This design comes from an exercise in tuning for small area, a short achievable clock period and few clock cycles per item on the open sky130 flow, not from production work. In this exercise RTL edits were held to simulation tests only and were not proved equivalent to the original. Power and IR drop assume default switching activity.

==> flow/design.v <==
`timescale 1ns / 1 ps
module WordRom ( 
    f0, f1, f2, f3, f4,
    w0, w1, w2, w3, w4, w5, w6, w7, w8, w9, w10, w11, w12, w13, w14, w15,
    w16, w17, w18, w19, w20, w21, w22, w23, w24, w25, w26, w27, w28, w29,
    w30, w31  );
  input  f0, f1, f2, f3, f4;
  output w0, w1, w2, w3, w4, w5, w6, w7, w8, w9, w10, w11, w12, w13, w14, w15,
    w16, w17, w18, w19, w20, w21, w22, w23, w24, w25, w26, w27, w28, w29,
    w30, w31;
  wire new_n39, new_n40, new_n41, new_n42, new_n43, new_n44, new_n45,
    new_n46, new_n47, new_n48, new_n50, new_n51, new_n52, new_n53, new_n54,
    new_n56, new_n57, new_n58, new_n59, new_n60, new_n61, new_n62, new_n63,
    new_n64, new_n66, new_n67, new_n68, new_n69, new_n70, new_n72, new_n73,
    new_n74, new_n77, new_n78, new_n79, new_n81, new_n82, new_n83, new_n84,
    new_n86, new_n87, new_n88, new_n89, new_n90, new_n91, new_n92, new_n93,
    new_n94, new_n96, new_n97, new_n98, new_n99, new_n100, new_n101,
    new_n103, new_n104, new_n106, new_n108, new_n109, new_n111, new_n112,
    new_n113, new_n115, new_n117, new_n118, new_n120, new_n122, new_n125;
  assign new_n39 = f0 & f1;
  assign new_n40 = f3 & ~f4;
  assign new_n41 = ~f0 & ~f1;
  assign new_n42 = ~f3 & new_n41;
  assign new_n43 = f4 & new_n42;
  assign new_n44 = ~new_n40 & ~new_n43;
  assign new_n45 = f0 & ~f4;
  assign new_n46 = new_n44 & ~new_n45;
  assign new_n47 = ~f1 & f2;
  assign new_n48 = ~new_n39 & ~new_n47;
  assign w0 = ~new_n46 & new_n48;
  assign new_n50 = f1 & ~f4;
  assign new_n51 = ~f1 & f4;
  assign new_n52 = ~new_n50 & ~new_n51;
  assign new_n53 = ~f2 & ~f3;
  assign new_n54 = ~f0 & new_n53;
  assign w1 = ~new_n52 & new_n54;
  assign new_n56 = ~f1 & ~f3;
  assign new_n57 = f1 & f3;
  assign new_n58 = ~f0 & new_n57;
  assign new_n59 = ~f4 & ~new_n56;
  assign new_n60 = ~new_n58 & new_n59;
  assign new_n61 = ~f0 & f2;
  assign new_n62 = ~f4 & new_n61;
  assign new_n63 = ~f2 & new_n43;
  assign new_n64 = ~new_n60 & ~new_n62;
  assign w2 = new_n63 | ~new_n64;
  assign new_n66 = f2 & ~f3;
  assign new_n67 = f0 & ~new_n66;
  assign new_n68 = ~f4 & ~new_n41;
  assign new_n69 = f1 & f2;
  assign new_n70 = ~new_n67 & ~new_n69;
  assign w3 = new_n68 & new_n70;
  assign new_n72 = ~f3 & new_n62;
  assign new_n73 = ~f2 & f3;
  assign new_n74 = f1 & new_n45;
  assign w12 = new_n73 & new_n74;
  assign w4 = new_n72 | w12;
  assign new_n77 = ~f2 & new_n41;
  assign new_n78 = ~f3 & new_n77;
  assign new_n79 = ~f4 & ~new_n78;
  assign w5 = new_n63 | new_n79;
  assign new_n81 = ~f0 & ~new_n57;
  assign new_n82 = ~f2 & ~new_n81;
  assign new_n83 = ~f4 & ~new_n42;
  assign new_n84 = ~new_n82 & new_n83;
  assign w8 = new_n63 | new_n84;
  assign new_n86 = f0 & f3;
  assign new_n87 = new_n69 & new_n86;
  assign new_n88 = f2 & ~new_n41;
  assign new_n89 = ~f2 & ~new_n39;
  assign new_n90 = ~f3 & ~new_n88;
  assign new_n91 = ~new_n89 & new_n90;
  assign new_n92 = ~new_n87 & ~new_n91;
  assign new_n93 = f4 & ~new_n92;
  assign new_n94 = ~new_n43 & new_n92;
  assign w9 = ~new_n93 & ~new_n94;
  assign new_n96 = ~f3 & ~new_n39;
  assign new_n97 = ~f4 & ~new_n96;
  assign new_n98 = f4 & new_n53;
  assign new_n99 = f2 & ~f4;
  assign new_n100 = ~new_n98 & ~new_n99;
  assign new_n101 = new_n41 & ~new_n100;
  assign w10 = new_n97 | new_n101;
  assign new_n103 = ~f2 & new_n56;
  assign new_n104 = ~f4 & ~new_n103;
  assign w13 = new_n63 | new_n104;
  assign new_n106 = ~f4 & ~new_n89;
  assign w16 = ~new_n88 & new_n106;
  assign new_n108 = ~new_n44 & new_n89;
  assign new_n109 = f2 & new_n68;
  assign w17 = new_n108 | new_n109;
  assign new_n111 = ~new_n39 & new_n88;
  assign new_n112 = new_n39 & ~new_n66;
  assign new_n113 = new_n97 & ~new_n112;
  assign w18 = ~new_n111 & new_n113;
  assign new_n115 = ~new_n39 & new_n73;
  assign w19 = new_n68 & new_n115;
  assign new_n117 = f2 & new_n40;
  assign new_n118 = ~new_n41 & new_n117;
  assign w20 = new_n63 | new_n118;
  assign new_n120 = ~new_n97 & ~new_n99;
  assign w21 = new_n63 | ~new_n120;
  assign new_n122 = f3 & new_n106;
  assign w25 = new_n63 | new_n122;
  assign w26 = new_n63 | new_n117;
  assign new_n125 = new_n40 & ~new_n77;
  assign w29 = new_n63 | new_n125;
  assign w7 = 1'b0;
  assign w15 = 1'b0;
  assign w23 = 1'b0;
  assign w27 = 1'b0;
  assign w28 = 1'b0;
  assign w31 = 1'b0;
  assign w6 = w5;
  assign w11 = w9;
  assign w14 = w13;
  assign w22 = w21;
  assign w24 = w19;
  assign w30 = w29;
endmodule
`timescale 1ns / 1 ps
module Match (clock, reset, DataIn, Go_flag, Found, Ready);
input clock;
input reset;
input [7:0] DataIn;
input Go_flag;
output [31:0] Found;
output Ready;
reg [4:0] state;
reg [4:0] fcode;
wire [4:0] nstate;
wire [4:0] nfcode;
assign Ready = 1'b1;
NextState ns (.s0(state[0]), .s1(state[1]), .s2(state[2]), .s3(state[3]), .s4(state[4]), .d0(DataIn[0]), .d1(DataIn[1]), .d2(DataIn[2]), .d3(DataIn[3]), .d4(DataIn[4]), .d5(DataIn[5]), .d6(DataIn[6]), .d7(DataIn[7]), .ns0(nstate[0]), .ns1(nstate[1]), .ns2(nstate[2]), .ns3(nstate[3]), .ns4(nstate[4]), .nf0(nfcode[0]), .nf1(nfcode[1]), .nf2(nfcode[2]), .nf3(nfcode[3]), .nf4(nfcode[4]));
always @(posedge clock) begin
  if (reset) state <= 5'd0;
  else if (Go_flag) state <= nstate;
  fcode <= nfcode;
end
WordRom rom (.f0(fcode[0]), .f1(fcode[1]), .f2(fcode[2]), .f3(fcode[3]), .f4(fcode[4]), .w0(Found[0]), .w1(Found[1]), .w2(Found[2]), .w3(Found[3]), .w4(Found[4]), .w5(Found[5]), .w6(Found[6]), .w7(Found[7]), .w8(Found[8]), .w9(Found[9]), .w10(Found[10]), .w11(Found[11]), .w12(Found[12]), .w13(Found[13]), .w14(Found[14]), .w15(Found[15]), .w16(Found[16]), .w17(Found[17]), .w18(Found[18]), .w19(Found[19]), .w20(Found[20]), .w21(Found[21]), .w22(Found[22]), .w23(Found[23]), .w24(Found[24]), .w25(Found[25]), .w26(Found[26]), .w27(Found[27]), .w28(Found[28]), .w29(Found[29]), .w30(Found[30]), .w31(Found[31]));
endmodule
`timescale 1ns / 1 ps
module NextState ( 
    s0, s1, s2, s3, s4, d0, d1, d2, d3, d4, d5, d6, d7,
    ns0, ns1, ns2, ns3, ns4, nf0, nf1, nf2, nf3, nf4  );
  input  s0, s1, s2, s3, s4, d0, d1, d2, d3, d4, d5, d6, d7;
  output ns0, ns1, ns2, ns3, ns4, nf0, nf1, nf2, nf3, nf4;
  wire new_n24, new_n25, new_n26, new_n27, new_n28, new_n29, new_n30,
    new_n31, new_n32, new_n33, new_n34, new_n35, new_n36, new_n37, new_n38,
    new_n39, new_n40, new_n41, new_n42, new_n43, new_n44, new_n45, new_n46,
    new_n47, new_n48, new_n49, new_n50, new_n51, new_n52, new_n53, new_n54,
    new_n55, new_n56, new_n57, new_n58, new_n59, new_n60, new_n61, new_n62,
    new_n63, new_n64, new_n65, new_n66, new_n67, new_n68, new_n69, new_n70,
    new_n71, new_n72, new_n73, new_n74, new_n75, new_n76, new_n77, new_n78,
    new_n79, new_n80, new_n81, new_n82, new_n83, new_n84, new_n85, new_n86,
    new_n87, new_n88, new_n89, new_n90, new_n91, new_n92, new_n93, new_n94,
    new_n95, new_n96, new_n97, new_n98, new_n99, new_n100, new_n102,
    new_n103, new_n104, new_n105, new_n106, new_n107, new_n108, new_n109,
    new_n110, new_n111, new_n112, new_n113, new_n114, new_n115, new_n116,
    new_n117, new_n118, new_n119, new_n120, new_n121, new_n122, new_n123,
    new_n124, new_n125, new_n126, new_n127, new_n128, new_n129, new_n130,
    new_n131, new_n132, new_n133, new_n134, new_n136, new_n137, new_n138,
    new_n139, new_n140, new_n141, new_n142, new_n143, new_n144, new_n145,
    new_n146, new_n147, new_n148, new_n149, new_n150, new_n151, new_n152,
    new_n153, new_n154, new_n155, new_n156, new_n157, new_n158, new_n159,
    new_n160, new_n161, new_n162, new_n163, new_n164, new_n165, new_n166,
    new_n167, new_n169, new_n170, new_n171, new_n172, new_n173, new_n174,
    new_n175, new_n176, new_n177, new_n178, new_n179, new_n180, new_n181,
    new_n182, new_n183, new_n184, new_n185, new_n186, new_n187, new_n188,
    new_n189, new_n190, new_n191, new_n192, new_n193, new_n195, new_n196,
    new_n197, new_n198, new_n199, new_n200, new_n202, new_n203, new_n204,
    new_n205, new_n206, new_n207, new_n208, new_n209, new_n210, new_n211,
    new_n212, new_n213, new_n214, new_n215, new_n216, new_n217, new_n218,
    new_n219, new_n220, new_n221, new_n222, new_n224, new_n225, new_n226,
    new_n227, new_n228, new_n229, new_n230, new_n231, new_n232, new_n233,
    new_n234, new_n235, new_n236, new_n237, new_n238, new_n239, new_n240,
    new_n241, new_n242, new_n243, new_n244, new_n245, new_n247, new_n248,
    new_n249, new_n250, new_n251, new_n252, new_n253, new_n254, new_n255,
    new_n256, new_n257, new_n258, new_n259, new_n260, new_n261, new_n262,
    new_n263, new_n264, new_n266, new_n267, new_n268, new_n269, new_n270,
    new_n271, new_n272, new_n273, new_n274, new_n275, new_n277, new_n278;
  assign new_n24 = s1 & s3;
  assign new_n25 = s3 & ~s4;
  assign new_n26 = ~s1 & ~s3;
  assign new_n27 = s4 & new_n26;
  assign new_n28 = ~new_n25 & ~new_n27;
  assign new_n29 = ~s2 & ~new_n28;
  assign new_n30 = ~new_n24 & ~new_n29;
  assign new_n31 = d5 & d6;
  assign new_n32 = ~d7 & new_n31;
  assign new_n33 = ~d3 & new_n32;
  assign new_n34 = ~d0 & d2;
  assign new_n35 = s0 & new_n34;
  assign new_n36 = new_n33 & new_n35;
  assign new_n37 = ~new_n30 & new_n36;
  assign new_n38 = ~s1 & s2;
  assign new_n39 = s3 & new_n38;
  assign new_n40 = ~s0 & d0;
  assign new_n41 = ~d1 & new_n40;
  assign new_n42 = new_n39 & new_n41;
  assign new_n43 = new_n33 & new_n42;
  assign new_n44 = ~new_n37 & ~new_n43;
  assign new_n45 = ~d4 & ~new_n44;
  assign new_n46 = ~d0 & d1;
  assign new_n47 = ~s2 & ~s3;
  assign new_n48 = s2 & s3;
  assign new_n49 = ~new_n47 & ~new_n48;
  assign new_n50 = ~s0 & ~s1;
  assign new_n51 = ~s4 & new_n50;
  assign new_n52 = ~d2 & new_n46;
  assign new_n53 = new_n49 & new_n52;
  assign new_n54 = new_n51 & new_n53;
  assign new_n55 = new_n33 & new_n54;
  assign new_n56 = ~s1 & ~s2;
  assign new_n57 = s3 & s4;
  assign new_n58 = ~new_n56 & new_n57;
  assign new_n59 = ~d4 & new_n46;
  assign new_n60 = d2 & new_n33;
  assign new_n61 = new_n59 & new_n60;
  assign new_n62 = ~new_n58 & ~new_n61;
  assign new_n63 = ~new_n55 & ~new_n62;
  assign new_n64 = d4 & new_n55;
  assign new_n65 = ~new_n63 & ~new_n64;
  assign new_n66 = new_n33 & new_n59;
  assign new_n67 = ~s2 & s3;
  assign new_n68 = ~s1 & ~s4;
  assign new_n69 = ~s0 & ~s2;
  assign new_n70 = s0 & s2;
  assign new_n71 = ~new_n69 & ~new_n70;
  assign new_n72 = ~new_n67 & new_n68;
  assign new_n73 = ~new_n71 & new_n72;
  assign new_n74 = new_n66 & new_n73;
  assign new_n75 = d3 & new_n32;
  assign new_n76 = ~d1 & ~d4;
  assign new_n77 = ~d0 & ~d2;
  assign new_n78 = new_n76 & new_n77;
  assign new_n79 = new_n75 & new_n78;
  assign new_n80 = ~new_n24 & ~new_n27;
  assign new_n81 = new_n69 & ~new_n80;
  assign new_n82 = new_n79 & new_n81;
  assign new_n83 = d0 & new_n76;
  assign new_n84 = ~d2 & new_n83;
  assign new_n85 = new_n33 & new_n84;
  assign new_n86 = s0 & new_n39;
  assign new_n87 = new_n47 & new_n51;
  assign new_n88 = ~new_n86 & ~new_n87;
  assign new_n89 = ~new_n85 & new_n88;
  assign new_n90 = ~d3 & ~d5;
  assign new_n91 = ~d6 & ~d7;
  assign new_n92 = new_n90 & new_n91;
  assign new_n93 = new_n78 & new_n92;
  assign new_n94 = ~new_n85 & ~new_n93;
  assign new_n95 = new_n85 & ~new_n88;
  assign new_n96 = ~new_n89 & ~new_n94;
  assign new_n97 = ~new_n95 & new_n96;
  assign new_n98 = ~new_n74 & ~new_n82;
  assign new_n99 = ~new_n97 & new_n98;
  assign new_n100 = ~new_n45 & new_n99;
  assign ns0 = new_n65 & new_n100;
  assign new_n102 = s1 & s2;
  assign new_n103 = s0 & ~s4;
  assign new_n104 = ~s3 & new_n103;
  assign new_n105 = new_n102 & new_n104;
  assign new_n106 = new_n85 & new_n105;
  assign new_n107 = new_n60 & new_n83;
  assign new_n108 = s3 & new_n51;
  assign new_n109 = new_n107 & new_n108;
  assign new_n110 = ~new_n106 & ~new_n109;
  assign new_n111 = d1 & ~d4;
  assign new_n112 = d0 & d2;
  assign new_n113 = new_n111 & new_n112;
  assign new_n114 = new_n39 & new_n113;
  assign new_n115 = new_n75 & new_n114;
  assign new_n116 = new_n34 & new_n111;
  assign new_n117 = new_n32 & new_n116;
  assign new_n118 = s3 & new_n102;
  assign new_n119 = new_n117 & new_n118;
  assign new_n120 = ~new_n115 & ~new_n119;
  assign new_n121 = ~s0 & ~new_n120;
  assign new_n122 = new_n56 & new_n104;
  assign new_n123 = new_n117 & new_n122;
  assign new_n124 = ~d1 & new_n34;
  assign new_n125 = new_n33 & new_n124;
  assign new_n126 = d4 & new_n125;
  assign new_n127 = ~new_n79 & ~new_n126;
  assign new_n128 = new_n69 & ~new_n127;
  assign new_n129 = ~new_n80 & new_n128;
  assign new_n130 = ~new_n93 & ~new_n123;
  assign new_n131 = ~new_n95 & new_n130;
  assign new_n132 = ~new_n121 & new_n131;
  assign new_n133 = new_n110 & new_n132;
  assign new_n134 = new_n65 & new_n133;
  assign ns1 = ~new_n129 & new_n134;
  assign new_n136 = ~s0 & ~s4;
  assign new_n137 = s1 & new_n136;
  assign new_n138 = new_n49 & new_n137;
  assign new_n139 = new_n75 & new_n138;
  assign new_n140 = ~new_n74 & ~new_n139;
  assign new_n141 = new_n116 & ~new_n140;
  assign new_n142 = ~new_n87 & new_n93;
  assign new_n143 = new_n47 & new_n136;
  assign new_n144 = ~new_n105 & ~new_n143;
  assign new_n145 = new_n85 & new_n144;
  assign new_n146 = ~new_n142 & ~new_n145;
  assign new_n147 = ~new_n58 & ~new_n86;
  assign new_n148 = ~new_n146 & new_n147;
  assign new_n149 = new_n56 & new_n117;
  assign new_n150 = ~s0 & ~s3;
  assign new_n151 = s4 & new_n150;
  assign new_n152 = d3 & new_n151;
  assign new_n153 = new_n149 & new_n152;
  assign new_n154 = ~new_n58 & ~new_n73;
  assign new_n155 = ~d2 & new_n66;
  assign new_n156 = new_n154 & new_n155;
  assign new_n157 = s0 & ~s2;
  assign new_n158 = new_n60 & new_n76;
  assign new_n159 = new_n157 & new_n158;
  assign new_n160 = ~new_n128 & ~new_n159;
  assign new_n161 = s1 & new_n25;
  assign new_n162 = ~new_n27 & ~new_n161;
  assign new_n163 = ~new_n160 & ~new_n162;
  assign new_n164 = ~new_n55 & ~new_n153;
  assign new_n165 = ~new_n156 & new_n164;
  assign new_n166 = ~new_n141 & new_n165;
  assign new_n167 = ~new_n148 & new_n166;
  assign ns2 = new_n163 | ~new_n167;
  assign new_n169 = s4 & ~new_n56;
  assign new_n170 = new_n75 & new_n116;
  assign new_n171 = ~new_n38 & ~new_n170;
  assign new_n172 = ~new_n169 & ~new_n171;
  assign new_n173 = s0 & ~s3;
  assign new_n174 = ~new_n94 & new_n173;
  assign new_n175 = ~s0 & new_n107;
  assign new_n176 = ~new_n174 & ~new_n175;
  assign new_n177 = new_n172 & ~new_n176;
  assign new_n178 = ~d3 & new_n154;
  assign new_n179 = s4 & ~new_n47;
  assign new_n180 = s1 & new_n47;
  assign new_n181 = ~s0 & ~new_n68;
  assign new_n182 = ~new_n179 & new_n181;
  assign new_n183 = ~new_n180 & new_n182;
  assign new_n184 = ~new_n122 & ~new_n183;
  assign new_n185 = ~new_n178 & new_n184;
  assign new_n186 = new_n117 & ~new_n185;
  assign new_n187 = new_n115 & new_n136;
  assign new_n188 = ~d4 & new_n47;
  assign new_n189 = new_n137 & new_n188;
  assign new_n190 = new_n85 & new_n189;
  assign new_n191 = ~new_n187 & ~new_n190;
  assign new_n192 = ~new_n64 & new_n191;
  assign new_n193 = ~new_n186 & new_n192;
  assign ns3 = new_n177 | ~new_n193;
  assign new_n195 = ~new_n56 & ~new_n102;
  assign new_n196 = s3 & new_n103;
  assign new_n197 = ~new_n195 & new_n196;
  assign new_n198 = new_n125 & new_n197;
  assign new_n199 = ~new_n187 & ~new_n198;
  assign new_n200 = new_n110 & new_n199;
  assign ns4 = new_n163 | ~new_n200;
  assign new_n202 = ~d4 & new_n125;
  assign new_n203 = s1 & ~new_n202;
  assign new_n204 = s2 & ~new_n126;
  assign new_n205 = ~new_n203 & ~new_n204;
  assign new_n206 = s0 & ~new_n205;
  assign new_n207 = ~s1 & ~new_n125;
  assign new_n208 = ~s2 & new_n126;
  assign new_n209 = ~new_n207 & ~new_n208;
  assign new_n210 = s3 & ~new_n209;
  assign new_n211 = new_n75 & new_n84;
  assign new_n212 = s4 & ~new_n211;
  assign new_n213 = new_n180 & ~new_n212;
  assign new_n214 = s3 & ~d4;
  assign new_n215 = s4 & new_n157;
  assign new_n216 = ~new_n214 & new_n215;
  assign new_n217 = new_n51 & ~new_n85;
  assign new_n218 = ~new_n58 & ~new_n216;
  assign new_n219 = ~new_n217 & new_n218;
  assign new_n220 = ~new_n172 & new_n219;
  assign new_n221 = ~new_n213 & new_n220;
  assign new_n222 = ~new_n206 & new_n221;
  assign nf0 = ~new_n210 & new_n222;
  assign new_n224 = new_n67 & new_n137;
  assign new_n225 = d4 & new_n224;
  assign new_n226 = s1 & s4;
  assign new_n227 = new_n157 & new_n214;
  assign new_n228 = ~new_n226 & new_n227;
  assign new_n229 = ~new_n225 & ~new_n228;
  assign new_n230 = new_n125 & ~new_n229;
  assign new_n231 = new_n56 & new_n57;
  assign new_n232 = new_n175 & new_n231;
  assign new_n233 = s2 & s4;
  assign new_n234 = new_n173 & new_n233;
  assign new_n235 = ~s1 & new_n234;
  assign new_n236 = ~new_n125 & new_n197;
  assign new_n237 = d3 & new_n103;
  assign new_n238 = new_n149 & new_n237;
  assign new_n239 = ~s2 & new_n107;
  assign new_n240 = s1 & new_n151;
  assign new_n241 = ~new_n239 & new_n240;
  assign new_n242 = ~new_n235 & ~new_n236;
  assign new_n243 = ~new_n238 & new_n242;
  assign new_n244 = ~new_n230 & new_n243;
  assign new_n245 = ~new_n232 & ~new_n241;
  assign nf1 = ~new_n244 | ~new_n245;
  assign new_n247 = ~new_n71 & ~new_n207;
  assign new_n248 = ~s3 & new_n169;
  assign new_n249 = ~new_n247 & new_n248;
  assign new_n250 = ~new_n127 & new_n224;
  assign new_n251 = ~s3 & ~d4;
  assign new_n252 = new_n233 & new_n251;
  assign new_n253 = s1 & ~d4;
  assign new_n254 = ~s1 & d4;
  assign new_n255 = ~new_n253 & ~new_n254;
  assign new_n256 = new_n67 & new_n103;
  assign new_n257 = ~new_n255 & new_n256;
  assign new_n258 = ~new_n252 & ~new_n257;
  assign new_n259 = new_n125 & ~new_n258;
  assign new_n260 = s0 & d0;
  assign new_n261 = new_n231 & ~new_n260;
  assign new_n262 = new_n158 & new_n261;
  assign new_n263 = ~new_n259 & ~new_n262;
  assign new_n264 = ~new_n249 & new_n263;
  assign nf2 = new_n250 | ~new_n264;
  assign new_n266 = new_n151 & new_n211;
  assign new_n267 = ~new_n107 & ~new_n266;
  assign new_n268 = ~new_n25 & ~new_n150;
  assign new_n269 = s1 & ~s2;
  assign new_n270 = ~new_n136 & new_n269;
  assign new_n271 = ~new_n268 & new_n270;
  assign new_n272 = ~new_n267 & new_n271;
  assign new_n273 = ~s1 & ~new_n126;
  assign new_n274 = new_n234 & ~new_n273;
  assign new_n275 = ~new_n262 & ~new_n272;
  assign nf3 = new_n274 | ~new_n275;
  assign new_n277 = new_n111 & new_n260;
  assign new_n278 = new_n231 & new_n277;
  assign nf4 = new_n60 & new_n278;
endmodule
`timescale 1ns / 1 ps
module top(clock, reset, DataIn, Go_flag, Found, Ready);
input clock;
input reset;
input [7:0] DataIn;
input Go_flag;
output [31:0] Found;
output Ready;
Match Match_DUT(.clock(clock), .reset(reset), .DataIn(DataIn), .Go_flag(Go_flag), .Found(Found), .Ready(Ready));
endmodule
==> flow/run.sh <==
#!/bin/bash
# synth_recipe.tcl (not shown) runs the flow's synth.tcl, then flattens the netlist and writes it again
# the make line also repeats each setting of config.mk as NAME=value (left out here)
make -C /OpenROAD-flow-scripts/flow DESIGN_CONFIG=/design/flow/config.mk WORK_HOME=/design/flow/orfs CLKGATE_MAP_FILE= SYNTH_SCRIPT=/design/flow/synth_recipe.tcl finish
==> flow/config.mk <==
export PLATFORM = sky130hd
export DESIGN_NAME = top
export DESIGN_NICKNAME = top
export VERILOG_FILES = /design/flow/design.v
export SDC_FILE = /design/flow/constraint.sdc
export NUM_CORES = 4
export LEC_CHECK = 0
export CAP_MARGIN = 20
export CORE_MARGIN = 2
export CORE_UTILIZATION = 30
export SLEW_MARGIN = 20
==> flow/constraint.sdc <==
create_clock -name core_clock -period 3.5 [get_ports {clock}]
set_input_delay 0.7000 -clock core_clock [delete_from_list [all_inputs] [get_ports {clock}]]
set_output_delay 0.7000 -clock core_clock [all_outputs]
set_load 0.01 [all_outputs]
==> results of run 1 <==
==> kinds of logic (layout without fill, tap and decap cells) <==
kind of cell	after synthesis	in the layout	share of synthesized area [%]
DFF	10	10	9.98
AOI/OAI and AO/OA	84	84	28.8
and+or+nand+nor	123	123	33.3
adders and majority gates	9	9	5.61
xor gates and xnor gates	4	4	1.75
muxes	2	2	0.998
buffers and inverters	64	54	19.2
other	2	7	0.374
==> metal layers <==
layer / track usage [%] / vias up
met4: 3.32 / 0
met5: 0 / -
met2: 24.1 / 137
li1: - / 1039
met3: 2.98 / 19
met1: 20.3 / 981
==> worst min-delay path: cells and delay by family, from the launching register on <==
family	cells	cell delay [ns]
AND/OR/NAND/NOR	1	0.13
flip-flops	1	0.42
AO/OA/AOI/OAI	1	0.06
==> power by group <==
group          switching [mW]  internal (mW)  total [mW]
logic                   0.111         0.0881       0.199
clock network          0.0440         0.0752       0.119
registers              0.0185          0.121       0.139
==> registers in the layout (all words and copies together), names as in the netlist <==
name             count
Match_DUT.fcode      5
Match_DUT.state      5
==> stage by stage <==
| step | cells | worst slack [ns] | area, µm² |
|---|---|---|---|
| after global placement | 367 | 0.612 | 2180 |
| after floorplan | 303 | 1.35 | 2020 |
| after global routing | 370 | 0.304 | 2220 |
| after detailed placement | 367 | 0.655 | 2180 |
| after CTS | 370 | 0.531 | 2220 |
| final | 370 | 0.542 | 2220 |
==> cell usage in the layout, fill, tap and decap left out, types with 7 or more instances in the layout <==
| cell | netlist | routed |
|---|---|---|
| sky130_fd_sc_hd__nor3_1 | 9 | 9 |
| sky130_fd_sc_hd__inv_1 | 8 | 8 |
| sky130_fd_sc_hd__nand2_1 | 27 | 27 |
| sky130_fd_sc_hd__clkdlybuf4s50_1 | 0 | 36 |
| sky130_fd_sc_hd__o21ai_0 | 23 | 23 |
| sky130_fd_sc_hd__dfxtp_1 | 10 | 10 |
| sky130_fd_sc_hd__nor2b_1 | 8 | 8 |
| sky130_fd_sc_hd__a21oi_1 | 14 | 14 |
| sky130_fd_sc_hd__conb_1 | 2 | 7 |
| sky130_fd_sc_hd__nand3_1 | 7 | 7 |
| sky130_fd_sc_hd__nor2_1 | 31 | 31 |
| sky130_fd_sc_hd__ha_1 | 9 | 9 |
==> area by class of cell <==
class,count,share of cell area [%]
Timing Repair Buffer,42,18.3
Tap cell,77,4.35
Inverter,9,1.52
Multi-Input combinational cell,229,65.0
Sequential cell,10,9.03
Clock buffer,3,1.86
==> how the worst min path moves through the flow <==
stage                                  start                  to
after global routing      Match_DUT.state[0]  Match_DUT.fcode[4]
after floorplan           Match_DUT.state[2]  Match_DUT.state[2]
final                     Match_DUT.state[3]  Match_DUT.state[3]
after CTS                 Match_DUT.state[3]  Match_DUT.state[3]
after detailed placement  Match_DUT.state[0]  Match_DUT.fcode[4]
after global placement    Match_DUT.state[3]  Match_DUT.state[3]
==> qor.log, run 1 <==
[setup_path] cell depth of the worst setup path 4
[cts] TritonCTS Buffers 3
[final_layout] post-synthesis to final-layout area growth 10.5%
[route] met2 routed WL 2510 µm
[route] remaining routing DRC violations 0
[final_layout] post-route core utilization 34.5%
[die] Starting Density 31.2%
[sta] setup tns final 0 ns
[die] die boundary height 85.8 µm
[final_layout] fill cell count 662
[setup_path] CP startpoint Match_DUT.fcode[2]
[yosys] Commonest cells post-synth sky130_fd_sc_hd__buf_4, sky130_fd_sc_hd__nor2_1, sky130_fd_sc_hd__nand2_1, sky130_fd_sc_hd__o21ai_0, sky130_fd_sc_hd__a21oi_1
[cts] Longest Clk Path Bufs 2
[setup_path] CP Class flop to primary output
[setup_path] data required time at the worst endpoint 2.80 ns
[route] WL/cell 15.0 µm
[route] Routed met1 length 2360 µm
[global_route] via count of the first global-routing pass 1865
[setup_path] cell family with most CP delay simple AND/OR/NAND/NOR gates
[setup_path] Critical Path End Type primary output
[place] weighted congestion reported at the end of routability-driven placement 1.01
[power_and_ir_drop] P per Cell Area 206 mW/mm²
[final_layout] layout cell share with drive strength beyond 1 4.78%
[yosys] fraction of the yosys area taken by sequential cells 9.98%
[die] die span in x 85.8 µm
[final_layout] # nets final 315
[final_layout] diodes inserted 0
[setup_path] top fanout value on the critical path 22
[yosys] post-synthesis cell count 298
[sta] Worst-Margin Slew 0.660 ns
[place] detailed placer's ending HPWL 4190 µm
[setup_path] FF-to-FF path depth 6
[yosys] top cell type's share of synthesized area 12.4%
[setup_path] worst reg2reg startpoint Match_DUT.state[2]
[yosys] dominant synthesized flop cell sky130_fd_sc_hd__dfxtp_1
[sta] Worst Skew 0.00571 ns
[setup_path] delay of the slowest cell on the worst path 0.59 ns
[cts] cell at the root of the clock tree sky130_fd_sc_hd__clkbuf_8
[sta] maximum clock rate 338 MHz
[die] number of core rows 29
[global_route] maximum number of pins on one net before global-route repair 23
[power_and_ir_drop] leakage dissipation 0.798 nW
[setup_path] destination of the critical timing path Found[9]
[route] highest routed metal layer met4
[yosys] average cell area after synthesis 6.73 µm²
[cts] Post CTS Setup Buffer Count 0
[worst_hold_path] number of cells traversed by the worst hold path 2
[setup_path] worst path buffer plus inverter count 1
[sta] Final Critical Period 2.96 ns
[route] vias after detailed routing 2176
[flow_run] count of maximum capacitance violations 0
[global_route] number of antenna violations at the first check in global routing 0
[cts] CTS tree done
[setup_path] data arrival time of the worst path 2.26 ns
[sta] final worst hold slack 0.658 ns
[route] via density per instance 5.88
[yosys] number of unique standard cell types used by synthesis 62
[cts] clock insertion delay at the later pin of the skew report 0.24 ns
[global_route] total global routing track utilization 14.8%
[place] number of buffers inserted by port buffering 36
[route] amount of wire on met3 after detailed routing 530 µm
[die] number of top-level pins 44
[yosys] Yosys reg bits 10
[sta] RSZ-0062 raised after global routing false
[sta] Slew HR 55.9%
[cts] hold buffers post-CTS 0
[setup_path] capture point of the worst reg-to-reg path Match_DUT.state[2]
[route] detailed-route wire length 5550 µm
[sta] final cycle utilization of the critical path 84.5%
[worst_hold_path] worst min-delay path class flop to flop
[cts] count of instances resized after the clock tree is built 0
[final_layout] FF+latch area 200 µm²
[yosys] most area-hungry cell type in the Yosys netlist sky130_fd_sc_hd__buf_4
[setup_path] Worst setup SP type flop
[route] number of search-and-repair iterations in the first detailed-routing pass 25
[power_and_ir_drop] maximum VDD drop 102 µV
[sta] number of failing hold endpoints at the final stage 0
[route] antenna violation net count after detailed routing 0
[power_and_ir_drop] total power draw 0.458 mW
[route] Iteration-0 DRC Markers 242
[global_route] first-pass GRT wire length 9180 µm
[run_status] run status timing/DRC/antenna clean
[cts] H-Tree Level Count 1
[setup_path] r2r setup slk 0.99 ns
[yosys] synthesized cell area 0.00201 mm²
[global_route] total congestion overflow after global routing 0
[sta] final-report setup violation count 0
[cts] TritonCTS Sinks 10
[yosys] biggest area contributors in the synthesized netlist sky130_fd_sc_hd__buf_4, sky130_fd_sc_hd__dfxtp_1, sky130_fd_sc_hd__nor2_1
[cts] clock slew seen by the registers of the worst setup and hold paths 0.05 ns
[setup_path] worst path cell trace nor3b_1, nand2_1, o21ai_0, clkdlybuf4s50_1
[die] Die Area 0.00736 mm²
[sta] final count of pins violating max slew 0
[die] Core Area 0.00642 mm²
[yosys] proportion of synthesized flip-flops having asynchronous set or reset 0%
[yosys] number of warnings printed during yosys synthesis 1
[yosys] number of flops mapped to enable cells by yosys 0
[yosys] count leader, synth sky130_fd_sc_hd__buf_4
[setup_path] CP max-delay cell sky130_fd_sc_hd__clkdlybuf4s50_1
[final_layout] multi-input gate area in the final layout 0.00144 mm²
Testbench counts, summed over its fixed seeds: cycles 3,208, chars 3,200.
==> run 2, diff against run 1 <==
--- a/flow/config.mk
+++ b/flow/config.mk
@@ -8,4 +8,5 @@
 export CAP_MARGIN = 20
 export CORE_MARGIN = 2
 export CORE_UTILIZATION = 30
+export SETUP_SLACK_MARGIN = 1.2
 export SLEW_MARGIN = 20
==> run 2 against run 1 <==
Critical endpoint is now Match_DUT.state[2]. Via count up 7.4%. Final area increased by 11%. Combinational power grew 11%.
==> qor.log, run 2 <==
[place] number of buffers inserted by port buffering 36 [unchanged]
[cts] hold buffers post-CTS 0 [unchanged]
[final_layout] diodes inserted 0 [unchanged]
[yosys] Yosys reg bits 10 [unchanged]
[flow_run] count of maximum capacitance violations 0 [unchanged]
[final_layout] Final Instance Area 0.00246 mm² [+11%]
[setup_path] r2r setup slk 1.27 ns [+0.28 ns]
[yosys] number of warnings printed during yosys synthesis 1 [unchanged]
[cts] CTS tree done
[die] die boundary height 85.8 µm [unchanged]
[route] number of search-and-repair iterations in the first detailed-routing pass 20 [-20%]
[final_layout] post-route core utilization 38.3% [+3.7 points]
[global_route] via count of the first global-routing pass 1955 [+4.8%]
[yosys] biggest area contributors in the synthesized netlist sky130_fd_sc_hd__buf_4, sky130_fd_sc_hd__dfxtp_1, sky130_fd_sc_hd__nor2_1
[route] vias after detailed routing 2336 [+7.4%]
[cts] cell at the root of the clock tree sky130_fd_sc_hd__clkbuf_8
[worst_hold_path] worst min-delay path class flop to flop
[setup_path] Critical Path End Type flop
[setup_path] CP Class primary input to flop
[global_route] total global routing track utilization 15.3% [+0.50 points]
[sta] final worst hold slack 0.577 ns [-0.0811 ns]
[sta] Final Critical Period 2.30 ns [-0.659 ns]
[yosys] number of flops mapped to enable cells by yosys 0 [unchanged]
[sta] maximum clock rate 435 MHz [+29%]
[cts] clock insertion delay at the later pin of the skew report 0.24 ns [about the same]
[place] detailed placer's ending HPWL 4190 µm [unchanged]
[die] die span in x 85.8 µm [unchanged]
[yosys] number of unique standard cell types used by synthesis 62 [unchanged]
[power_and_ir_drop] leakage dissipation 1.06 nW [+32%]
[final_layout] layout cell share with drive strength beyond 1 20.1% [+15 points]
[power_and_ir_drop] P per Cell Area 193 mW/mm² [-6.3%]
[final_layout] fill cell count 656 [-0.91%]
[route] via density per instance 5.97 [+1.6%]
[setup_path] Worst setup SP type primary input
[run_status] run status timing/DRC/antenna clean
[cts] TritonCTS Buffers 3 [unchanged]
[yosys] proportion of synthesized flip-flops having asynchronous set or reset 0% [unchanged]
[cts] H-Tree Level Count 1 [unchanged]
[power_and_ir_drop] maximum VDD drop 104 µV [+2.4%]
[global_route] first-pass GRT wire length 9470 µm [+3.1%]
[route] detailed-route wire length 6200 µm [+12%]
[yosys] fraction of the yosys area taken by sequential cells 9.98% [unchanged]
[sta] RSZ-0062 raised after global routing true
[route] remaining routing DRC violations 0 [unchanged]
[cts] TritonCTS Sinks 10 [unchanged]
[setup_path] top fanout value on the critical path 10 [-55%]
[die] number of top-level pins 44 [unchanged]
[final_layout] post-layout instance count excluding filler cells 391 [+5.7%]
[place] weighted congestion reported at the end of routability-driven placement 1.01 [unchanged]
[global_route] number of antenna violations at the first check in global routing 0 [unchanged]
[die] Core Area 0.00642 mm² [unchanged]
[setup_path] CP startpoint DataIn[0]
[yosys] synthesized cell area 0.00201 mm² [unchanged]
[sta] Worst Skew 0.00376 ns [-0.00194 ns]
[place] Placement Cell Area 0.00218 mm² [unchanged]
[setup_path] capture point of the worst reg-to-reg path Match_DUT.state[0]
[yosys] Commonest cells post-synth sky130_fd_sc_hd__buf_4, sky130_fd_sc_hd__nor2_1, sky130_fd_sc_hd__nand2_1, sky130_fd_sc_hd__o21ai_0, sky130_fd_sc_hd__a21oi_1
[yosys] average cell area after synthesis 6.73 µm² [unchanged]
[route] antenna violation net count after detailed routing 0 [unchanged]
[final_layout] # nets final 336 [+6.7%]
[yosys] count leader, synth sky130_fd_sc_hd__buf_4
[sta] Slew HR 50.3% [-5.6 points]
[setup_path] data required time at the worst endpoint 3.64 ns [+0.84 ns]
[route] WL/cell 15.9 µm [+5.8%]
[final_layout] post-synthesis to final-layout area growth 22.5%
[sta] final-report setup violation count 0 [unchanged]
[setup_path] worst reg2reg startpoint Match_DUT.state[2]
[place] worst setup slack before clock tree synthesis 0.655 ns [unchanged]
[final_layout] multi-input gate area in the final layout 0.00154 mm² [+7.2%]
[sta] setup tns final 0 ns [unchanged]
[place] dpl cells 367 [unchanged]
[final_layout] commonest non-fill, non-tap cells in the layout sky130_fd_sc_hd__nand2_1, sky130_fd_sc_hd__nor2_1, sky130_fd_sc_hd__buf_4, sky130_fd_sc_hd__dlygate4sd2_1, sky130_fd_sc_hd__o21ai_0
[route] Iteration-0 DRC Markers 242 [unchanged]
[final_layout] top flop regs Match_DUT.fcode x5, Match_DUT.state x5
[setup_path] FF-to-FF path depth 7 [+1]
[power_and_ir_drop] total power draw 0.475 mW [+3.8%]
[final_layout] FF+latch area 220 µm² [+10%]
[yosys] most area-hungry cell type in the Yosys netlist sky130_fd_sc_hd__buf_4
[die] number of core rows 29 [unchanged]
[sta] Final WS setup 1.20 ns [+0.659 ns]
[yosys] dominant synthesized flop cell sky130_fd_sc_hd__dfxtp_1
[sta] final cycle utilization of the critical path 65.7% [-19 points]
[cts] Longest Clk Path Bufs 2 [unchanged]
[setup_path] data arrival time of the worst path 2.44 ns [+0.18 ns]
[yosys] post-synthesis cell count 298 [unchanged]
[cts] clock slew seen by the registers of the worst setup and hold paths 0.05 ns [about the same]
[sta] final count of pins violating max slew 0 [unchanged]
[yosys] top cell type's share of synthesized area 12.4% [unchanged]
[die] Starting Density 31.2% [unchanged]
[global_route] total congestion overflow after global routing 0 [unchanged]
[die] Die Area 0.00736 mm² [unchanged]
[global_route] maximum number of pins on one net before global-route repair 22 [-4.3%]
[setup_path] destination of the critical timing path Match_DUT.state[2]
[sta] Worst-Margin Slew 0.745 ns [+0.0846 ns]
[sta] number of failing hold endpoints at the final stage 0 [unchanged]
[run 2: cell counts after synthesis]
No cell type changed its count.
[run 2: critical path, stage by stage]
cell and delay (ns):
sky130_fd_sc_hd__dlygate4sd2_1 0.48, sky130_fd_sc_hd__nor4b_4 0.35, sky130_fd_sc_hd__nand2_1 0.24, sky130_fd_sc_hd__o31ai_2 0.31
sky130_fd_sc_hd__a311oi_1 0.08, sky130_fd_sc_hd__a311oi_1 0.28
[run 2: where the power goes]
group	total [mW]	internal, mW	switching [mW]	leakage (nW)
registers	0.136	0.120	0.0161	0.0861
logic	0.220	0.0928	0.127	0.949
clock network	0.119	0.0752	0.0441	0.0216
[run 2: cell type report]
class | instances | area share (%)
multi-input combinational | 230 | 62.8
timing repair buffer | 62 | 21.1
sequential | 10 | 8.96
inverter | 9 | 1.53
clock buffer | 3 | 1.68
tap | 77 | 3.92
[run 2: worst min-delay path by stage]
stage,from,to,cells past startpoint
finish,Match_DUT.state[3],Match_DUT.state[3],2
global route,Match_DUT.state[2],Match_DUT.state[2],2
CTS,Match_DUT.state[2],Match_DUT.state[2],2
detailed placement,Match_DUT.state[0],Match_DUT.fcode[4],3
global placement,Match_DUT.state[3],Match_DUT.state[3],2
floorplan,Match_DUT.state[2],Match_DUT.state[2],2
[run 2: logic make-up (layout without fill, tap and decap cells)]
kind of cell,after synthesis,count (layout),synth area share [%]
adder cells (fa/ha/maj),9,9,5.61
AO/OA/AOI/OAI,84,84,28.8
multiplexers,2,2,0.998
buffers and inverters,64,74,19.2
XOR/XNOR,4,4,1.75
AND/OR/NAND/NOR,123,124,33.3
other,2,7,0.374
flip-flops,10,10,9.98
[run 2: repair_timing]
item | in CTS | in global routing
pin swaps | 2 | 2
resized for setup | 52 | 26
setup buffers | 7 | 13
gates cloned | 1 | 0
setup endpoints to repair | 35 | 23
[run 2: metal layers]
layer | up-vias | track usage, % | share of wire, %
li1 | 1090 | - | -
met1 | 1046 | 20.3 | 40
met2 | 174 | 25.5 | 47
met3 | 26 | 2.89 | 11
met4 | 0 | 4.18 | 2.7
met5 | - | 0 | 0
==> run 3, diff against run 2 <==
--- a/flow/config.mk
+++ b/flow/config.mk
@@ -5,6 +5,7 @@
 export SDC_FILE = /design/flow/constraint.sdc
 export NUM_CORES = 4
 export LEC_CHECK = 0
+export ABC_CLOCK_PERIOD_IN_PS = 2000
 export CAP_MARGIN = 20
 export CORE_MARGIN = 2
 export CORE_UTILIZATION = 30
==> run 3 against run 2 <==
Synthesized area stayed put. Final area stayed put. Die area stayed put. Power stayed put. Highest routed layer unchanged.
==> qor.log, run 3 <==
[final_layout] post-layout instance count excluding filler cells 391 [unchanged]
[setup_path] Worst setup SP type primary input
[sta] number of failing hold endpoints at the final stage 0 [unchanged]
[global_route] total congestion overflow after global routing 0 [unchanged]
[final_layout] commonest non-fill, non-tap cells in the layout sky130_fd_sc_hd__nand2_1, sky130_fd_sc_hd__nor2_1, sky130_fd_sc_hd__buf_4, sky130_fd_sc_hd__dlygate4sd2_1, sky130_fd_sc_hd__o21ai_0
[die] Die Area 0.00736 mm² [unchanged]
[final_layout] top flop regs Match_DUT.fcode x5, Match_DUT.state x5
[yosys] number of warnings printed during yosys synthesis 1 [unchanged]
[route] vias after detailed routing 2336 [unchanged]
[global_route] maximum number of pins on one net before global-route repair 22 [unchanged]
[die] die span in x 85.8 µm [unchanged]
[setup_path] CP max-delay cell sky130_fd_sc_hd__dlygate4sd2_1
[cts] clock insertion delay at the later pin of the skew report 0.24 ns [about the same]
[cts] H-Tree Level Count 1 [unchanged]
[sta] setup tns final 0 ns [unchanged]
[place] worst setup slack before clock tree synthesis 0.655 ns [unchanged]
[sta] Final Critical Period 2.30 ns [unchanged]
[route] Iteration-0 DRC Markers 242 [unchanged]
[sta] final cycle utilization of the critical path 65.7% [unchanged]
[setup_path] Most Frequent Cell on Critical Path sky130_fd_sc_hd__a311oi_1
[die] Core Area 0.00642 mm² [unchanged]
[place] Placement Cell Area 0.00218 mm² [unchanged]
[yosys] post-synthesis cell count 298 [unchanged]
[yosys] average cell area after synthesis 6.73 µm² [unchanged]
[cts] TritonCTS Sinks 10 [unchanged]
[route] detailed-route wire length 6200 µm [unchanged]
[die] number of core rows 29 [unchanged]
[sta] maximum clock rate 435 MHz [unchanged]
[global_route] via count of the first global-routing pass 1955 [unchanged]
[sta] Final WS setup 1.20 ns [unchanged]
[worst_hold_path] worst min-delay path class flop to flop
[yosys] fraction of the yosys area taken by sequential cells 9.98% [unchanged]
[die] Starting Density 31.2% [unchanged]
[place] detailed placer's ending HPWL 4190 µm [unchanged]
[yosys] biggest area contributors in the synthesized netlist sky130_fd_sc_hd__buf_4, sky130_fd_sc_hd__dfxtp_1, sky130_fd_sc_hd__nor2_1
[global_route] first-pass GRT wire length 9470 µm [unchanged]
[final_layout] post-synthesis to final-layout area growth 22.5% [unchanged]
[global_route] number of antenna violations at the first check in global routing 0 [unchanged]
[cts] clock slew seen by the registers of the worst setup and hold paths 0.05 ns [about the same]
[cts] TritonCTS Buffers 3 [unchanged]
[cts] hold buffers post-CTS 0 [unchanged]
[yosys] proportion of synthesized flip-flops having asynchronous set or reset 0% [unchanged]
[setup_path] delay of the slowest cell on the worst path 0.48 ns [about the same]
[cts] CTS tree done
[setup_path] data arrival time of the worst path 2.44 ns [about the same]
[setup_path] Critical Path End Type flop
[route] antenna violation net count after detailed routing 0 [unchanged]
[place] dpl cells 367 [unchanged]
[yosys] number of unique standard cell types used by synthesis 62 [unchanged]
[route] via density per instance 5.97 [unchanged]
[yosys] dominant synthesized flop cell sky130_fd_sc_hd__dfxtp_1
[setup_path] worst path cell trace dlygate4sd2_1, nor4b_4, nand2_1, o31ai_2, a311oi_1, a311oi_1
[route] number of search-and-repair iterations in the first detailed-routing pass 20 [unchanged]
[final_layout] fill cell count 656 [unchanged]
[global_route] total global routing track utilization 15.3% [unchanged]
[power_and_ir_drop] leakage dissipation 1.06 nW [unchanged]
[power_and_ir_drop] maximum VDD drop 104 µV [unchanged]
[yosys] count leader, synth sky130_fd_sc_hd__buf_4
[flow_run] count of maximum capacitance violations 0 [unchanged]
[yosys] Yosys reg bits 10 [unchanged]
[route] WL/cell 15.9 µm [unchanged]
[sta] Worst-Margin Slew 0.745 ns [unchanged]
[place] weighted congestion reported at the end of routability-driven placement 1.01 [unchanged]
[setup_path] top fanout value on the critical path 10 [unchanged]
[die] number of top-level pins 44 [unchanged]
[power_and_ir_drop] P per Cell Area 193 mW/mm² [unchanged]
[sta] Worst Skew 0.00376 ns [unchanged]
[sta] RSZ-0062 raised after global routing true
[final_layout] Final Instance Area 0.00246 mm² [unchanged]
[final_layout] diodes inserted 0 [unchanged]
[setup_path] data required time at the worst endpoint 3.64 ns [about the same]
[sta] final-report setup violation count 0 [unchanged]
[final_layout] # nets final 336 [unchanged]
[yosys] Commonest cells post-synth sky130_fd_sc_hd__buf_4, sky130_fd_sc_hd__nor2_1, sky130_fd_sc_hd__nand2_1, sky130_fd_sc_hd__o21ai_0, sky130_fd_sc_hd__a21oi_1
[yosys] top cell type's share of synthesized area 12.4% [unchanged]
[yosys] number of flops mapped to enable cells by yosys 0 [unchanged]
[sta] final count of pins violating max slew 0 [unchanged]
[yosys] synthesized cell area 0.00201 mm² [unchanged]
[sta] Slew HR 50.3% [unchanged]
[yosys] most area-hungry cell type in the Yosys netlist sky130_fd_sc_hd__buf_4
[die] die boundary height 85.8 µm [unchanged]
[cts] cell at the root of the clock tree sky130_fd_sc_hd__clkbuf_8
[place] number of buffers inserted by port buffering 36 [unchanged]
[final_layout] layout cell share with drive strength beyond 1 20.1% [unchanged]
[run_status] run status timing/DRC/antenna clean
[cts] Longest Clk Path Bufs 2 [unchanged]
[route] remaining routing DRC violations 0 [unchanged]
[setup_path] CP Class primary input to flop
[run 3: final cells by class]
class	instances	area, µm²	share of cell area (%)
clock buffers	3	41.3	1.68
multi-input cells	230	1540	62.8
repair buffers	62	518	21.1
flip-flops and latches	10	220	8.96
well taps	77	96.3	3.92
inverters	9	37.5	1.53
[run 3: stage by stage]
stage	hold slack [ns]	power [mW]	util, %
3_5_place_dp	0.636	0.336	33.9
2_1_floorplan	0.541	0.288	-
4_1_cts	0.573	0.449	35.8
3_3_place_gp	0.635	0.341	33.9
5_1_grt	0.603	0.503	38.3
6_report	0.577	0.475	38.3
[run 3: repair_timing]
action | in CTS | in global routing
gates resized for setup | 52 | 26
setup buffers | 7 | 13
hold endpoints to repair | 0 | 0
cloned | 1 | 0
pin swaps | 2 | 2
endpoints found under the setup margin | 35 | 23
[run 3: power breakdown]
group / leakage, nW / total [mW] / switching, mW / internal [mW]
clock network: 0.0216 / 0.119 / 0.0441 / 0.0752
registers: 0.0861 / 0.136 / 0.0161 / 0.120
logic: 0.949 / 0.220 / 0.127 / 0.0928
[run 3: kinds of logic after synthesis]
logic type	count (synthesis)	share of synthesized area (%)
other	2	0.374
xor gates and xnor gates	4	1.75
buffers and inverters	64	19.2
muxes	2	0.998
DFF	10	9.98
and+or+nand+nor	123	33.3
AOI/OAI and AO/OA	84	28.8
adders and majority gates	9	5.61
[run 3: worst max-delay path, delay by kind of cell]
kind                   cells  cell delay [ns]
AO/OA/AOI/OAI              3             0.67
AND/OR/NAND/NOR            2             0.59
buffers and inverters      1             0.48
[run 3: routing by layer]
layer	track usage, %	up-vias	part of all wire (%)
met5	0	-	0
li1	-	1090	-
met1	20.3	1046	40
met3	2.89	26	11
met2	25.5	174	47
met4	4.18	0	2.7
[run 3: path summary, 6_finish.rpt]
check / start / end / slack [ns] / depth (start not counted)
max: DataIn[0] / Match_DUT.state[2] / 1.20 / 6
min: Match_DUT.state[3] / Match_DUT.state[3] / 0.58 / 2
max reg2reg: Match_DUT.state[2] / Match_DUT.state[0] / 1.27 / 7
min reg2reg: Match_DUT.state[3] / Match_DUT.state[3] / 0.58 / 2
==> run 4, diff against run 3 <==
==> flow/flow/run.sh (new file) <==
#!/bin/bash
# Standard ORFS layout, but with port buffers of a plain buffer cell and
# resizing free to change a cell's footprint.
set -euo pipefail
cd "$(dirname "$0")/.."
bash standard.sh MATCH_CELL_FOOTPRINT=0 "BUFFER_PORTS_ARGS=-buffer_cell sky130_fd_sc_hd__buf_2" finish > standard_flow.log 2>&1
==> flow/standard.sh (new file) <==
#!/bin/bash
# synth_recipe.tcl (not shown) runs the flow's synth.tcl, then flattens the netlist and writes it again
# the make line also repeats each setting of config.mk as NAME=value (left out here)
make -C /OpenROAD-flow-scripts/flow DESIGN_CONFIG=/design/flow/config.mk WORK_HOME=/design/flow/orfs CLKGATE_MAP_FILE= SYNTH_SCRIPT=/design/flow/synth_recipe.tcl "${@:-finish}"
==> flow/config.mk (replaced) <==
export PLATFORM = sky130hd
export DESIGN_NAME = top
export DESIGN_NICKNAME = top
export VERILOG_FILES = /design/flow/design.v
export SDC_FILE = /design/flow/constraint.sdc
export NUM_CORES = 4
export LEC_CHECK = 0
export CAP_MARGIN = 20
export CORE_MARGIN = 2
export CORE_UTILIZATION = 30
export SETUP_SLACK_MARGIN = 1.8
export SLEW_MARGIN = 20
removed: flow/run.sh
==> run 4 against run 3 <==
Still clean. Utilization grew 9.7 points. Critical path depth shrank 1. Power grew 19%. First-iteration DRC count shrank 6.6%. Count of clock-buffer cells in the layout is the same. Clock skew grew 0.0039 ns. Via count grew 8.9%. Combinational power grew 41%. Critical path type is now flop to primary output. Largest power group unchanged.
==> qor.log, run 4 <==
[power_and_ir_drop] share of total power in sequential cells 23.6% [-4.9 points]
[die] Core Area 0.00642 mm² [unchanged]
[run_status] run status timing/DRC/antenna clean
[yosys] Commonest cells post-synth sky130_fd_sc_hd__buf_4, sky130_fd_sc_hd__nor2_1, sky130_fd_sc_hd__nand2_1, sky130_fd_sc_hd__o21ai_0, sky130_fd_sc_hd__a21oi_1
[cts] clock insertion delay at the later pin of the skew report 0.25 ns [about the same]
[setup_path] delay of the slowest cell on the worst path 0.40 ns [-0.08 ns]
[final_layout] post-route core utilization 48.0% [+9.7 points]
[setup_path] data arrival time of the worst path 1.34 ns [-1.10 ns]
[route] number of search-and-repair iterations in the first detailed-routing pass 20 [unchanged]
[yosys] biggest area contributors in the synthesized netlist sky130_fd_sc_hd__buf_4, sky130_fd_sc_hd__dfxtp_1, sky130_fd_sc_hd__nor2_1
[global_route] total congestion overflow after global routing 0 [unchanged]
[cts] Longest Clk Path Bufs 2 [unchanged]
[setup_path] data required time at the worst endpoint 2.80 ns [-0.84 ns]
[final_layout] layout cell share with drive strength beyond 1 52.6% [+33 points]
[die] number of top-level pins 44 [unchanged]
[final_layout] diodes inserted 0 [unchanged]
[sta] final-report setup violation count 0 [unchanged]
[setup_path] cell depth of the worst setup path 5 [-1]
[yosys] proportion of synthesized flip-flops having asynchronous set or reset 0% [unchanged]
[setup_path] Worst setup SP type flop
[place] worst setup slack before clock tree synthesis 1.17 ns [+0.520 ns]
[sta] Worst Skew 0.00762 ns [+0.00386 ns]
[yosys] Yosys reg bits 10 [unchanged]
[sta] number of failing hold endpoints at the final stage 0 [unchanged]
[route] detailed-route wire length 7630 µm [+23%]
[final_layout] commonest non-fill, non-tap cells in the layout sky130_fd_sc_hd__buf_4, sky130_fd_sc_hd__buf_2, sky130_fd_sc_hd__nor2_1, sky130_fd_sc_hd__nand2_1, sky130_fd_sc_hd__buf_6
[power_and_ir_drop] maximum VDD drop 133 µV [+27%]
[yosys] top cell type's share of synthesized area 12.4% [unchanged]
[final_layout] top flop regs Match_DUT.fcode x5, Match_DUT.state x5
[die] Die Area 0.00736 mm² [unchanged]
[setup_path] CP max-delay cell sky130_fd_sc_hd__dfxtp_4
[global_route] maximum number of pins on one net before global-route repair 22 [unchanged]
[yosys] number of unique standard cell types used by synthesis 62 [unchanged]
[yosys] dominant synthesized flop cell sky130_fd_sc_hd__dfxtp_1
[route] WL/cell 18.0 µm [+14%]
[setup_path] worst path buffer plus inverter count 2 [+1]
[final_layout] # nets final 368 [+9.5%]
[sta] Final Critical Period 2.04 ns [-0.260 ns]
[place] weighted congestion reported at the end of routability-driven placement 0.925 [-8.6%]
[sta] final worst hold slack 0.666 ns [+0.0896 ns]
[sta] final count of pins violating max slew 0 [unchanged]
[place] Placement Cell Area 0.00206 mm² [-5.5%]
[yosys] number of warnings printed during yosys synthesis 1 [unchanged]
[worst_hold_path] worst min-delay path class primary input to flop
[yosys] post-synthesis cell count 298 [unchanged]
[yosys] number of flops mapped to enable cells by yosys 0 [unchanged]
[die] number of core rows 29 [unchanged]
[yosys] most area-hungry cell type in the Yosys netlist sky130_fd_sc_hd__buf_4
[route] via density per instance 6.01 [+0.67%]
[final_layout] fill cell count 604 [-7.9%]
[final_layout] Final Instance Area 0.00308 mm² [+25%]
[yosys] average cell area after synthesis 6.73 µm² [unchanged]
[cts] clock slew seen by the registers of the worst setup and hold paths 0.05 ns [about the same]
[setup_path] top fanout value on the critical path 6 [-4]
[final_layout] most frequent standard cell in the layout excluding fill and tap cells sky130_fd_sc_hd__buf_4
[sta] final cycle utilization of the critical path 58.3% [-7.4 points]
[sta] setup tns final 0 ns [unchanged]
[sta] maximum clock rate 490 MHz [+13%]
[place] detailed placer's ending HPWL 4120 µm [-1.6%]
[cts] H-Tree Level Count 1 [unchanged]
[setup_path] cell family with most CP delay flip-flops
[cts] TritonCTS Buffers 3 [unchanged]
[cts] cell at the root of the clock tree sky130_fd_sc_hd__clkbuf_8
[power_and_ir_drop] switching fraction of total power 41.1% [+1.7 points]
[yosys] count leader, synth sky130_fd_sc_hd__buf_4
[setup_path] FF-to-FF path depth 6 [-1]
[route] antenna violation net count after detailed routing 0 [unchanged]
[power_and_ir_drop] clock power share 21.7% [-3.4 points]
[global_route] number of antenna violations at the first check in global routing 0 [unchanged]
[route] Iteration-0 DRC Markers 226 [-6.6%]
[cts] TritonCTS Sinks 10 [unchanged]
[global_route] first-pass GRT wire length 11100 µm [+17%]
[setup_path] CP Class flop to primary output
[die] die boundary height 85.8 µm [unchanged]
[route] remaining routing DRC violations 0 [unchanged]
[setup_path] Critical Path End Type primary output
[die] die span in x 85.8 µm [unchanged]
[power_and_ir_drop] net switching component of the power 0.233 mW [+24%]
[power_and_ir_drop] leakage dissipation 1.24 nW [+17%]
[sta] Final WS setup 1.46 ns [+0.260 ns]
[power_and_ir_drop] internal power consumption 0.334 mW [+16%]
[cts] hold buffers post-CTS 0 [unchanged]
[flow_run] count of maximum capacitance violations 0 [unchanged]
[cts] CTS tree done
[global_route] total global routing track utilization 18.7% [+3.4 points]
[yosys] synthesized cell area 0.00201 mm² [unchanged]
[sta] RSZ-0062 raised after global routing true
[worst_hold_path] number of cells traversed by the worst hold path 2 [unchanged]
[setup_path] worst path cell trace buf_6, nor2b_4, mux2i_1, o22ai_1, buf_2
[power_and_ir_drop] P per Cell Area 184 mW/mm² [-4.9%]
[place] number of buffers inserted by port buffering 36 [unchanged]
[power_and_ir_drop] Comb power frac 54.7% [+8.4 points]
[yosys] fraction of the yosys area taken by sequential cells 9.98% [unchanged]
[die] Starting Density 31.2% [unchanged]
[final_layout] post-synthesis to final-layout area growth 53.6%
[route] vias after detailed routing 2544 [+8.9%]
[global_route] via count of the first global-routing pass 2227 [+14%]
run 4: area by class of cell:
type | instances | area, µm² | share of cell area, %
clock buffers | 3 | 41.3 | 1.34
inverters | 9 | 42.5 | 1.38
multi-input cells | 230 | 1890 | 61.4
flip-flops and latches | 10 | 235 | 7.63
well taps | 77 | 96.3 | 3.13
repair buffers | 94 | 773 | 25.1
run 4: path summary, 6_finish.rpt:
kind / slack, ns / startpoint / endpoint
setup / recovery: 1.46 / Match_DUT.fcode[3] / Found[0]
hold / removal: 0.67 / reset / Match_DUT.state[4]
setup reg to reg: 1.57 / Match_DUT.state[2] / Match_DUT.state[2]
hold reg to reg: 0.69 / Match_DUT.state[3] / Match_DUT.fcode[2]
run 4: repair_timing:
item | 4_1_cts | 5_1_grt
gates cloned | 3 | 0
gates resized for setup | 98 | 40
pin swaps | 36 | 27
setup endpoints to repair | 35 | 35
endpoints found under the hold margin | 0 | 0
setup buffers | 41 | 13
run 4: cells by family after synthesis:
logic type	after synthesis	share of synthesized area [%]
AOI/OAI and AO/OA	84	28.8
xor gates and xnor gates	4	1.75
adders and majority gates	9	5.61
buffers and inverters	64	19.2
DFF	10	9.98
muxes	2	0.998
other	2	0.374
and+or+nand+nor	123	33.3
run 4: power by group through the flow:
stage / combinational (mW) / sequential [mW] / clock, mW
4_1_cts: 0.259 / 0.134 / 0.124
3_5_place_dp: 0.177 / 0.147 / 0
3_3_place_gp: 0.177 / 0.147 / 0
5_1_grt: 0.327 / 0.136 / 0.129
2_1_floorplan: 0.174 / 0.130 / 0
6_report: 0.310 / 0.134 / 0.123
run 4: through the flow:
step / power (mW) / instances
floorplan: 0.303 / 303
global placement: 0.324 / 363
detailed placement: 0.324 / 363
CTS: 0.517 / 410
global route: 0.592 / 423
finish: 0.567 / 423
run 4: routing by layer:
layer	up-vias	global-route usage, %	share of wire (%)
met3	39	3.66	10
met4	0	6.64	4.1
met2	188	32.4	49
met1	1164	23.1	37
met5	-	0	0
li1	1153	-	-
==> run 5, diff against run 4 <==
--- a/flow/config.mk
+++ b/flow/config.mk
@@ -5,8 +5,9 @@
 export SDC_FILE = /design/flow/constraint.sdc
 export NUM_CORES = 4
 export LEC_CHECK = 0
+export ABC_AREA = 1
 export CAP_MARGIN = 20
 export CORE_MARGIN = 2
 export CORE_UTILIZATION = 30
-export SETUP_SLACK_MARGIN = 1.8
+export SETUP_SLACK_MARGIN = 1.2
 export SLEW_MARGIN = 20
==> run 5 against run 4 <==
Fmax shrank 9.6%. Cell count grew 1.9%. Critical path type unchanged. Utilization shrank 15 points. Synthesized cell count grew 16%. Highest routed layer unchanged. Register-to-register slack lost 0.11 ns. Still clean on timing, DRC and antenna. Sequential power is essentially flat. Non-clock buffer count shrank 52. Combinational power shrank about 40%. Wire length shrank 25%. Sequential cell count is the same. Global-route usage shrank 3.5 points. Sequential share of layout area grew 2.6 points.
==> qor.log, run 5 <==
[route] remaining routing DRC violations 0 [unchanged]
[power_and_ir_drop] leakage dissipation 1.08 nW [-13%]
[yosys] dominant synthesized flop cell sky130_fd_sc_hd__dfxtp_1
[power_and_ir_drop] P per Cell Area 207 mW/mm² [+13%]
[sta] Final Critical Period 2.26 ns [+0.217 ns]
[setup_path] data arrival time of the worst path 1.56 ns [+0.22 ns]
[sta] setup tns final 0 ns [unchanged]
[final_layout] top flop regs Match_DUT.fcode x5, Match_DUT.state x5
[yosys] count leader, synth sky130_fd_sc_hd__nand2_1
[route] Iteration-0 DRC Markers 301 [+33%]
[setup_path] Critical Path End Type primary output
[global_route] GR Layer Usage met1 20.7% [-2.4 points]
[die] die span in x 85.0 µm [-0.87%]
[cts] clock insertion delay at the later pin of the skew report 0.23 ns [-0.02 ns]
[final_layout] diodes inserted 0 [unchanged]
[setup_path] data required time at the worst endpoint 2.80 ns [about the same]
[yosys] number of unique standard cell types used by synthesis 39 [-37%]
[die] number of top-level pins 44 [unchanged]
[setup_path] Worst setup SP type flop
[global_route] first-pass GRT wire length 9120 µm [-18%]
[run_status] run status timing/DRC/antenna clean
[global_route] most utilized layer in the global route result met2
[cts] TritonCTS Sinks 10 [unchanged]
[sta] final-report setup violation count 0 [unchanged]
[route] number of search-and-repair iterations in the first detailed-routing pass 6 [-70%]
[cts] cell at the root of the clock tree sky130_fd_sc_hd__clkbuf_8
[yosys] biggest area contributors in the synthesized netlist sky130_fd_sc_hd__nand2_1, sky130_fd_sc_hd__buf_4, sky130_fd_sc_hd__dfxtp_1
[cts] H-Tree Level Count 1 [unchanged]
[worst_hold_path] worst min-delay path class primary input to flop
[yosys] number of flops mapped to enable cells by yosys 0 [unchanged]
[cts] hold buffers post-CTS 0 [unchanged]
[yosys] number of warnings printed during yosys synthesis 1 [unchanged]
[global_route] Global Route met3 Usage 3.21% [-0.45 points]
[sta] final cycle utilization of the critical path 64.5% [+6.2 points]
[final_layout] layout cell share with drive strength beyond 1 23.4% [-29 points]
[sta] RSZ-0062 raised after global routing true
[yosys] Yosys reg bits 10 [unchanged]
[yosys] Commonest cells post-synth sky130_fd_sc_hd__nand2_1, sky130_fd_sc_hd__nor2_1, sky130_fd_sc_hd__buf_4, sky130_fd_sc_hd__inv_1, sky130_fd_sc_hd__nand3_1
[final_layout] most frequent standard cell in the layout excluding fill and tap cells sky130_fd_sc_hd__nand2_1
[yosys] proportion of synthesized flip-flops having asynchronous set or reset 0% [unchanged]
[final_layout] post-synthesis to final-layout area growth 6.10%
[final_layout] commonest non-fill, non-tap cells in the layout sky130_fd_sc_hd__nand2_1, sky130_fd_sc_hd__nor2_1, sky130_fd_sc_hd__buf_2, sky130_fd_sc_hd__inv_1, sky130_fd_sc_hd__nand3_1
[die] Starting Density 31.0% [-0.21 points]
[die] Core Area 0.00635 mm² [-1.1%]
[cts] clock slew seen by the registers of the worst setup and hold paths 0.04 ns [about the same]
[place] detailed placer's ending HPWL 4520 µm [+9.6%]
[cts] CTS tree done
[yosys] top cell type's share of synthesized area 15.4% [+3.1 points]
[global_route] maximum number of pins on one net before global-route repair 14 [-36%]
[sta] final count of pins violating max slew 0 [unchanged]
[sta] Worst Skew 0.000888 ns [-0.00674 ns]
[route] via density per instance 5.15 [-14%]
[yosys] average cell area after synthesis 5.69 µm² [-15%]
[place] dpl cells 423 [+17%]
[global_route] total congestion overflow after global routing 0 [unchanged]
[setup_path] CP Class flop to primary output
[route] antenna violation net count after detailed routing 0 [unchanged]
[cts] Longest Clk Path Bufs 2 [unchanged]
[route] vias after detailed routing 2218 [-13%]
[flow_run] count of maximum capacitance violations 0 [unchanged]
[cts] TritonCTS Buffers 3 [unchanged]
[final_layout] # nets final 376 [+2.2%]
[setup_path] top fanout value on the critical path 6 [unchanged]
[sta] maximum clock rate 443 MHz [-9.6%]
[global_route] via count of the first global-routing pass 1936 [-13%]
[global_route] number of antenna violations at the first check in global routing 0 [unchanged]
[sta] number of failing hold endpoints at the final stage 0 [unchanged]
[die] number of core rows 29 [unchanged]
[yosys] fraction of the yosys area taken by sequential cells 10.2% [+0.18 points]
[yosys] synthesized cell area 0.00197 mm² [-1.8%]
[route] detailed-route wire length 5720 µm [-25%]
[die] Die Area 0.00723 mm² [-1.7%]
[global_route] met2 Track Usage GR 25.1% [-7.3 points]
[place] number of buffers inserted by port buffering 36 [unchanged]
[die] die boundary height 85.0 µm [-0.87%]
[route] WL/cell 13.3 µm [-26%]
[global_route] total global routing track utilization 15.3% [-3.5 points]
[yosys] most area-hungry cell type in the Yosys netlist sky130_fd_sc_hd__nand2_1
[power_and_ir_drop] maximum VDD drop 111 µV [-17%]
[yosys] post-synthesis cell count 346 [+16%]
[place] weighted congestion reported at the end of routability-driven placement 0.950 [+2.7%]
[final_layout] post-layout instance count excluding filler cells 431 [+1.9%]
run 5: through the flow:
stage	util (%)	hold WS [ns]	area, µm²	power (mW)	setup WS, ns
finish	32.9	0.659	2090	0.433	1.24
global route	32.9	0.682	2090	0.468	1.14
CTS	31.9	0.655	2020	0.421	1.17
detailed placement	31.0	0.666	1970	0.303	1.30
global placement	31.0	0.666	1970	0.303	1.34
floorplan	-	0.592	1990	0.279	1.48
run 5: metal layers:
metal | up-vias | routed length (µm) | share of wire [%]
met1 | 978 | 2480 | 43
met2 | 125 | 2640 | 46
li1 | 1105 | - | -
met4 | 0 | 97 | 1.7
met5 | - | 0 | 0
met3 | 10 | 501 | 8.8
run 5: cell type report:
class                      count  area [µm²]
sequential                    10         214
timing repair buffer          42         225
tap                           77        96.3
fill                         699        4260
multi-input combinational    257        1350
inverter                      42         163
clock buffer                   3        41.3
run 5: path summary, 6_finish.rpt:
kind,from,to,slack (ns),depth (start not counted)
max,Match_DUT.fcode[0],Found[2],1.24,8
min,reset,Match_DUT.state[1],0.66,2
max reg2reg,Match_DUT.state[2],Match_DUT.state[2],1.46,10
min reg2reg,Match_DUT.state[1],Match_DUT.state[1],0.67,3
run 5: where the power goes:
part           internal, mW  leakage, nW  switching [mW]  total, mW
logic                0.0673        0.972           0.119      0.186
clock network        0.0746       0.0216          0.0373      0.112
registers             0.120       0.0853          0.0147      0.135
run 5: worst max-delay path, cell delays in order (launching register included):
cell,delay (ns)
sky130_fd_sc_hd__dfxtp_4,0.36
sky130_fd_sc_hd__nor2_4,0.14
sky130_fd_sc_hd__inv_2,0.07
sky130_fd_sc_hd__nor2_4,0.12
sky130_fd_sc_hd__nand2_2,0.08
sky130_fd_sc_hd__nor2_4,0.14
sky130_fd_sc_hd__inv_1,0.11
sky130_fd_sc_hd__o311ai_0,0.11
sky130_fd_sc_hd__buf_2,0.20
run 5: timing repair:
item | CTS | global route
hold endpoints to repair | 0 | 0
setup buffers | 1 | 4
pin swaps | 1 | 5
endpoints found under the setup margin | 14 | 21
resized for setup | 5 | 13
run 5: kinds of logic (layout without fill, tap and decap cells):
family / after synthesis / count (layout) / share of synthesized area, %
AND/OR/NAND/NOR: 191 / 191 / 44.3
AO/OA/AOI/OAI: 50 / 50 / 15.7
flip-flops: 10 / 10 / 10.2
adder cells (fa/ha/maj): 9 / 9 / 5.72
buffers and inverters: 84 / 87 / 23.8
other: 2 / 7 / 0.381

Setup slack of run 5, layout unchanged: 1.243 ns with ideal ports, 1.221 ns with driving cells assumed (clock clkbuf_16, inputs buf_2), 1.437 ns with port delays also shifted by the 0.249 ns mid clock arrival.
